What follows belongs to an exercise in optimizing a design on an open flow for small area; a production flow would make more cautious choices.
Power and IR drop assume default switching activity.

==> build 14: inputs <==
## snake_top
module snake_top
(
	input clk,
	input rst_n,
	input key0,
	input ps2_clk,
	input ps2_dat,
	output vga_hsync,
	output vga_vsync,
	output vga_blank_n,
	output vga_sync_n,
	output [23:0] vga_rgb,
	output [3:0] ledg,
	output [3:0] ledr,
	output [11:0] score1,
	output [11:0] score2,
	output [1:0] game_status,
	output green_win,
	output red_win,
	output [5:0] head1_x,
	output [5:0] head1_y,
	output [5:0] head2_x,
	output [5:0] head2_y,
	output [17:0] apples_x,
	output [14:0] apples_y,
	output [2:0] apples_on
);
==> flow/config.mk <==
export PLATFORM = sky130hd
export DESIGN_NAME = snake_top
export DESIGN_NICKNAME = snake_top
export VERILOG_FILES = /design/flow/design.v
export SDC_FILE = /design/flow/constraint.sdc
export NUM_CORES = 8
export LEC_CHECK = 0
export CAP_MARGIN = 20
export CORE_MARGIN = 2
export CORE_UTILIZATION = 28
export SLEW_MARGIN = 20
export SYNTH_MEMORY_MAX_BITS = 65536
==> flow/constraint.sdc <==
create_clock -name core_clock -period 40.0 [get_ports {clk}]
set_input_delay 8.0000 -clock core_clock [delete_from_list [all_inputs] [get_ports {clk}]]
set_output_delay 8.0000 -clock core_clock [all_outputs]
set_load 0.01 [all_outputs]
standard.sh (not shown) runs the stock make flow with config.mk's settings and CLKGATE_MAP_FILE= SYNTH_SCRIPT=/design/flow/synth_recipe.tcl, a recipe that flattens the netlist after the stock synthesis.
==> flow/flow/run.sh <==
#!/bin/bash
# Standard layout flow, run whole.
cp standard.sh standard.sh.txt
cp synth_recipe.tcl synth_recipe.tcl.txt
cp config.mk config.mk.txt
bash standard.sh > standard.log 2>&1
==> trial 24: changes against build 14 <==
--- a/flow/design.v
+++ b/flow/design.v
@@ -212,49 +212,46 @@
 			C_BLACK: rgb = 24'h000000;
 			C_RED:   rgb = 24'hff0000;
 			C_GREEN: rgb = 24'h00ff00;
 			default: rgb = srgb;
 		endcase
 	end
 endmodule
 module apple_generate #(
-	parameter [10:0] INC = 11'd999,
 	parameter integer TH = 500,
 	parameter integer W = 9
 ) (
 	input i_clk,
 	input i_rst_n,
+	input [10:0] rnd,         
 	input [5:0] hx1,
 	input [4:0] hy1,
 	input [5:0] hx2,
 	input [4:0] hy2,
 	output logic [5:0] ax,
 	output logic [4:0] ay,
 	output logic on,
 	output logic eat1,
 	output logic eat2
 );
-	logic [10:0] rnd;
 	logic [W-1:0] tm;      
 	wire [5:0] rx = rnd[10:5];
 	wire [4:0] ry = rnd[4:0];
 	wire hit1 = (ax == hx1) && (ay == hy1);
 	wire hit2 = (ax == hx2) && (ay == hy2);
 	always_ff @(posedge i_clk or negedge i_rst_n) begin
 		if (!i_rst_n) begin
-			rnd <= 11'd0;
 			on <= 1'b0;
 			tm <= '0;
 			ax <= 6'd24;
 			ay <= 5'd10;
 			eat1 <= 1'b0;
 			eat2 <= 1'b0;
 		end else begin
-			rnd <= rnd + INC;
 			eat1 <= 1'b0;
 			eat2 <= 1'b0;
 			if (!on) begin
 				if (tm == TH[W-1:0]) begin
 					on <= 1'b1;
 					tm <= '0;
 					ax <= (rx > 6'd38) ? rx - 6'd25 : (rx == 6'd0) ? 6'd1 : rx;
 					ay <= (ry > 5'd28) ? ry - 5'd3 : (ry == 5'd0) ? 5'd1 : ry;
@@ -270,16 +267,17 @@
 		end
 	end
 endmodule
 module boom #(
 	parameter [10:0] SEED = 11'd35
 ) (
 	input clk,
 	input rst_n,
+	input [10:0] rnd,         
 	input [5:0] hx1,
 	input [4:0] hy1,
 	input [5:0] hx2,
 	input [4:0] hy2,
 	input [1:0] pdir1,
 	input [1:0] pdir2,
 	input [8:0] spd4,
 	output logic [5:0] bx,
@@ -290,32 +288,29 @@
 	output [5:0] pa,         
 	output [5:0] pb,         
 	output [5:0] pc,         
 	output [5:0] pd,         
 	output logic [1:0] dir,
 	output logic [2:0] outside
 );
 	localparam [1:0] UP = 2'd0, DOWN = 2'd1, LEFT = 2'd2, RIGHT = 2'd3;
-	logic [10:0] rnd;
 	logic act1, act2, ready;
 	wire [5:0] rx = rnd[10:5];
 	wire [4:0] ry = rnd[4:0];
 	wire t1 = (bx == hx1) && (by == hy1);
 	wire t2 = (bx == hx2) && (by == hy2);
 	always_ff @(posedge clk or negedge rst_n) begin
 		if (!rst_n) begin
-			rnd <= 11'd0;
 			bx <= SEED[5:0];
 			by <= SEED[4:0];
 			disp <= 1'b1;
 			act1 <= 1'b0;
 			act2 <= 1'b0;
 		end else begin
-			rnd <= rnd + SEED;
 			if (ready) begin
 				bx <= (rx > 6'd38) ? rx - 6'd25 : (rx <= 6'd1) ? 6'd2 : rx;
 				by <= (ry > 5'd28) ? ry - 5'd3 : (ry <= 5'd1) ? 5'd2 : ry;
 				disp <= 1'b1;
 			end else if (t1 || t2)
 				disp <= 1'b0;
 			act1 <= t1;
 			act2 <= t2;
@@ -464,23 +459,39 @@
 	logic [3:0] cn;             
 	logic full;                 
 	logic acs;                  
 	logic hitr;                 
 	assign hx = hxr;
 	assign hy = hyr;
 	assign dr = drr;
 	assign hit = hitr;
+	function automatic [5:0] incdec6(input [5:0] x, input en, input dec);
+		logic c;
+		c = en;
+		for (int i = 0; i < 6; i++) begin
+			incdec6[i] = x[i] ^ c;
+			c = c & (x[i] ^ dec);
+		end
+	endfunction
+	function automatic [4:0] incdec5(input [4:0] x, input en, input dec);
+		logic c;
+		c = en;
+		for (int i = 0; i < 5; i++) begin
+			incdec5[i] = x[i] ^ c;
+			c = c & (x[i] ^ dec);
+		end
+	endfunction
 	logic [15:0] valid, exist;
 	always_comb begin
 		cx[0] = hxr;
 		cy[0] = hyr;
 		for (int j = 0; j < 15; j++) begin
-			cx[j+1] = lk[j][1] ? (lk[j][0] ? cx[j] - 6'd1 : cx[j] + 6'd1) : cx[j];
-			cy[j+1] = lk[j][1] ? cy[j] : (lk[j][0] ? cy[j] - 5'd1 : cy[j] + 5'd1);
+			cx[j+1] = incdec6(cx[j], lk[j][1], lk[j][0]);
+			cy[j+1] = incdec5(cy[j], ~lk[j][1], lk[j][0]);
 		end
 		for (int k = 0; k < 16; k++) begin
 			valid[k] = (k < 3) ? 1'b1 : (nst >= 4'(k - 2));
 			exist[k] = (k < 3) ? 1'b1 : (full || (cn > 4'(k)));
 			live[k] = valid[k] & exist[k];
 		end
 	end
 	function automatic logic bhit(input [5:0] x, input [4:0] y,
@@ -497,22 +508,39 @@
 			UP:    bhit = (ey & (xa | xb)) | (ex & yc);
 			DOWN:  bhit = (ey & (xa | xb)) | (ex & yd);
 			LEFT:  bhit = (ex & (yc | yd)) | (ey & xa);
 			default: bhit = (ex & (yc | yd)) | (ey & xb);
 		endcase
 	endfunction
 	wire z1 = bhit(6'd0, 5'd0, b1x, b1y, b1a, b1b, b1c, b1d, b1dir);
 	wire z2 = bhit(6'd0, 5'd0, b2x, b2y, b2a, b2b, b2c, b2d, b2dir);
+	wire hpar = hxr[0] ^ hyr[0];
+	wire q1 = b1a[0] ^ b1y[0] ^ hpar;      
+	wire q2 = b2a[0] ^ b2y[0] ^ hpar;
+	logic [15:0] bv;
+	always_comb begin
+		for (int i = 0; i < 8; i++) begin
+			logic [5:0] x1, x2;
+			logic [4:0] y1, y2;
+			logic h1, h2;
+			x1 = q1 ? cx[2*i+1] : cx[2*i];
+			y1 = q1 ? cy[2*i+1] : cy[2*i];
+			x2 = q2 ? cx[2*i+1] : cx[2*i];
+			y2 = q2 ? cy[2*i+1] : cy[2*i];
+			h1 = bhit(x1, y1, b1x, b1y, b1a, b1b, b1c, b1d, b1dir);
+			h2 = bhit(x2, y2, b2x, b2y, b2a, b2b, b2c, b2d, b2dir);
+			bv[2*i] = (h1 & ~q1) | (h2 & ~q2);
+			bv[2*i+1] = (h1 & q1) | (h2 & q2);
+		end
+	end
 	logic [15:0] bh;
 	always_comb begin
 		for (int k = 0; k < 16; k++)
-			bh[k] = valid[k] ? (bhit(cx[k], cy[k], b1x, b1y, b1a, b1b, b1c, b1d, b1dir) |
-			                    bhit(cx[k], cy[k], b2x, b2y, b2a, b2b, b2c, b2d, b2dir))
-			                 : (z1 | z2);
+			bh[k] = valid[k] ? bv[k] : (z1 | z2);
 	end
 	wire dead_now = bh[0] | bh[1] | bh[2];
 	logic cut;
 	logic [3:0] cutk;
 	always_comb begin
 		cut = 1'b0;
 		cutk = 4'd0;
 		for (int k = 15; k >= 3; k--)
@@ -3650,36 +3678,49 @@
 	assign px = en ? ha[9:4] : 6'd0;
 	assign py = en ? vb[8:4] : 5'd0;
 	logic [5:0] hx1, hx2;
 	logic [4:0] hy1, hy2;
 	logic [5:0] ax1, ax2, ax3;
 	logic [4:0] ay1, ay2, ay3;
 	logic [2:0] aon;
 	logic [2:0] e1, e2;
-	apple_generate #(.INC(11'd999),  .TH(500),   .W(9))  u_ap1 (.i_clk(clk), .i_rst_n(rst_n), .hx1(hx1), .hy1(hy1), .hx2(hx2), .hy2(hy2), .ax(ax1), .ay(ay1), .on(aon[0]), .eat1(e1[0]), .eat2(e2[0]));
-	apple_generate #(.INC(11'd949),  .TH(5500),  .W(13)) u_ap2 (.i_clk(clk), .i_rst_n(rst_n), .hx1(hx1), .hy1(hy1), .hx2(hx2), .hy2(hy2), .ax(ax2), .ay(ay2), .on(aon[1]), .eat1(e1[1]), .eat2(e2[1]));
-	apple_generate #(.INC(11'd899),  .TH(10500), .W(14)) u_ap3 (.i_clk(clk), .i_rst_n(rst_n), .hx1(hx1), .hy1(hy1), .hx2(hx2), .hy2(hy2), .ax(ax3), .ay(ay3), .on(aon[2]), .eat1(e1[2]), .eat2(e2[2]));
+	logic [10:0] rb1, rb2;
+	always_ff @(posedge clk or negedge rst_n) begin
+		if (!rst_n) begin
+			rb1 <= 11'd0;
+			rb2 <= 11'd0;
+		end else begin
+			rb1 <= rb1 + 11'd35;
+			rb2 <= rb2 + 11'd25;
+		end
+	end
+	wire [10:0] ra1 = (11'd0 - rb2) ^ {rb2[0], 10'd0};
+	wire [10:0] ra2 = ra1 - {rb2[9:0], 1'b0};
+	wire [10:0] ra3 = ra1 - {rb2[8:0], 2'b0};
+	apple_generate #(.TH(500),   .W(9))  u_ap1 (.i_clk(clk), .i_rst_n(rst_n), .rnd(ra1), .hx1(hx1), .hy1(hy1), .hx2(hx2), .hy2(hy2), .ax(ax1), .ay(ay1), .on(aon[0]), .eat1(e1[0]), .eat2(e2[0]));
+	apple_generate #(.TH(5500),  .W(13)) u_ap2 (.i_clk(clk), .i_rst_n(rst_n), .rnd(ra2), .hx1(hx1), .hy1(hy1), .hx2(hx2), .hy2(hy2), .ax(ax2), .ay(ay2), .on(aon[1]), .eat1(e1[1]), .eat2(e2[1]));
+	apple_generate #(.TH(10500), .W(14)) u_ap3 (.i_clk(clk), .i_rst_n(rst_n), .rnd(ra3), .hx1(hx1), .hy1(hy1), .hx2(hx2), .hy2(hy2), .ax(ax3), .ay(ay3), .on(aon[2]), .eat1(e1[2]), .eat2(e2[2]));
 	assign add1 = |e1;
 	assign add2 = |e2;
 	assign apples_x = {ax3, ax2, ax1};
 	assign apples_y = {ay3, ay2, ay1};
 	assign apples_on = aon;
 	logic [1:0] dr1, dr2;
 	logic [5:0] bx1, bx2;
 	logic [4:0] by1, by2;
 	logic bdisp1, bdisp2;
 	logic [5:0] c1x, c1y, c1a, c1b, c1c, c1d, c2x, c2y, c2a, c2b, c2c, c2d;
 	logic [1:0] c1dir, c2dir;
 	logic [2:0] out1, out2;
-	boom #(.SEED(11'd35)) u_bm1 (.clk(clk), .rst_n(rst_n), .hx1(hx1), .hy1(hy1), .hx2(hx2), .hy2(hy2),
+	boom #(.SEED(11'd35)) u_bm1 (.clk(clk), .rst_n(rst_n), .rnd(rb1), .hx1(hx1), .hy1(hy1), .hx2(hx2), .hy2(hy2),
 		.pdir1(dr1), .pdir2(dr2), .spd4(speed[10:2]),
 		.bx(bx1), .by(by1), .disp(bdisp1),
 		.cx(c1x), .cy(c1y), .pa(c1a), .pb(c1b), .pc(c1c), .pd(c1d), .dir(c1dir), .outside(out1));
-	boom #(.SEED(11'd25)) u_bm2 (.clk(clk), .rst_n(rst_n), .hx1(hx1), .hy1(hy1), .hx2(hx2), .hy2(hy2),
+	boom #(.SEED(11'd25)) u_bm2 (.clk(clk), .rst_n(rst_n), .rnd(rb2), .hx1(hx1), .hy1(hy1), .hx2(hx2), .hy2(hy2),
 		.pdir1(dr1), .pdir2(dr2), .spd4(speed[10:2]),
 		.bx(bx2), .by(by2), .disp(bdisp2),
 		.cx(c2x), .cy(c2y), .pa(c2a), .pb(c2b), .pc(c2c), .pd(c2d), .dir(c2dir), .outside(out2));
 	logic [15:0][5:0] s1x, s2x;
 	logic [15:0][4:0] s1y, s2y;
 	logic [15:0] live1, live2;
 	logic pm1, pm2;
 	logic [3:0] pimg1, pimg2;
==> flow/flow/run.sh (replaced) <==
#!/bin/bash
# Layout flow: the standard flow, except that ABC maps the logic with an
# area-oriented script (flow/abc_map.script) instead of ORFS's default one.
# The synthesis is otherwise the standard flow's own (synth_recipe.tcl), so the registers
# are the same as the standard synthesis's.
set -euo pipefail
HERE=$(pwd)
{
  echo 'proc abc {args} {'
  echo '  set i [lsearch -exact $args -script]'
  echo "  if {\$i >= 0} { set args [lreplace \$args [expr {\$i + 1}] [expr {\$i + 1}] $HERE/flow/abc_map.script] }"
  echo '  yosys abc {*}$args'
  echo '}'
  cat synth_recipe.tcl
} > my_synth.tcl
sed "s#SYNTH_SCRIPT=[^ ]*#SYNTH_SCRIPT=$HERE/my_synth.tcl#" standard.sh > my_standard.sh
bash my_standard.sh > flow.log 2>&1
==> flow/flow/abc_map.script (new file) <==
strash
&get -n
&st
&syn2
&dch -f
&nf -R 1000 -F 8 -C 32
&put
==> run summary <==
- Of trial 24 and build 14, build 14 has the higher via count (gap 27%, measured against build 14).
- In build 14 the global-route usage is higher than in trial 24, by 6.3 points.
- In build 14 the sequential cell count is higher than in trial 24, by 33.
- Setup slack: build 14 is lower than trial 24 (8.2 ns).
==> figures <==
	trial 24	build 14
Share of Yosys cell area claimed by the top area cell type	18.2%	20.7%
VDD IR-drop max	34.5 uV	49.2 uV
Status	no timing/DRC/antenna violations	no timing/DRC/antenna violations
Cell depth of the worst flop-to-flop path	48	96
Static leakage	28.9 nW	40.2 nW
Met1 routed wirelength after detailed routing	142 mm	227 mm
Routed WL per cell	27.3 um	35.3 um
Period utilisation layout	47.3%	67.7%
Shortest period the worst path allows	18.92 ns	27.08 ns
Relative contribution of sequential cells to total power	45.7%	29.5%
No run of this note included a check of the RTL's function; only the layout flow was run.

## static timing again, ports no longer ideal
How much do the figures lean on ideal ports? The routed layouts below were timed once more, with nothing changed but the port constraints.
Step 1 (the two cells are an assumption about what drives the block):
set clk [get_ports {clk}]
set_driving_cell -lib_cell sky130_fd_sc_hd__clkbuf_16 $clk
set_driving_cell -lib_cell sky130_fd_sc_hd__buf_2 [delete_from_list [all_inputs] $clk]
Step 2 also shifts input and output timing later by t, the mid clock arrival at the registers, as if the neighbouring blocks saw the same clock.
Slacks: no drivers / after step 1 / after step 2; pairs: no drivers / after step 1.
| run | shift t [ns] | setup slack, ns | worst setup path after step 2 | worst data-port slew with drivers (ns) | pins driven straight from the clock port |
|---|---|---|---|---|---|
| build 14 | 0.855 | 12.924 / 12.924 / 12.924 | register to register | 0.09 | 1 |
| trial 24 | 0.781 | 21.082 / 21.000 / 21.781 | register to output | 0.05 | 1 |
After both steps every run listed still meets setup and hold.
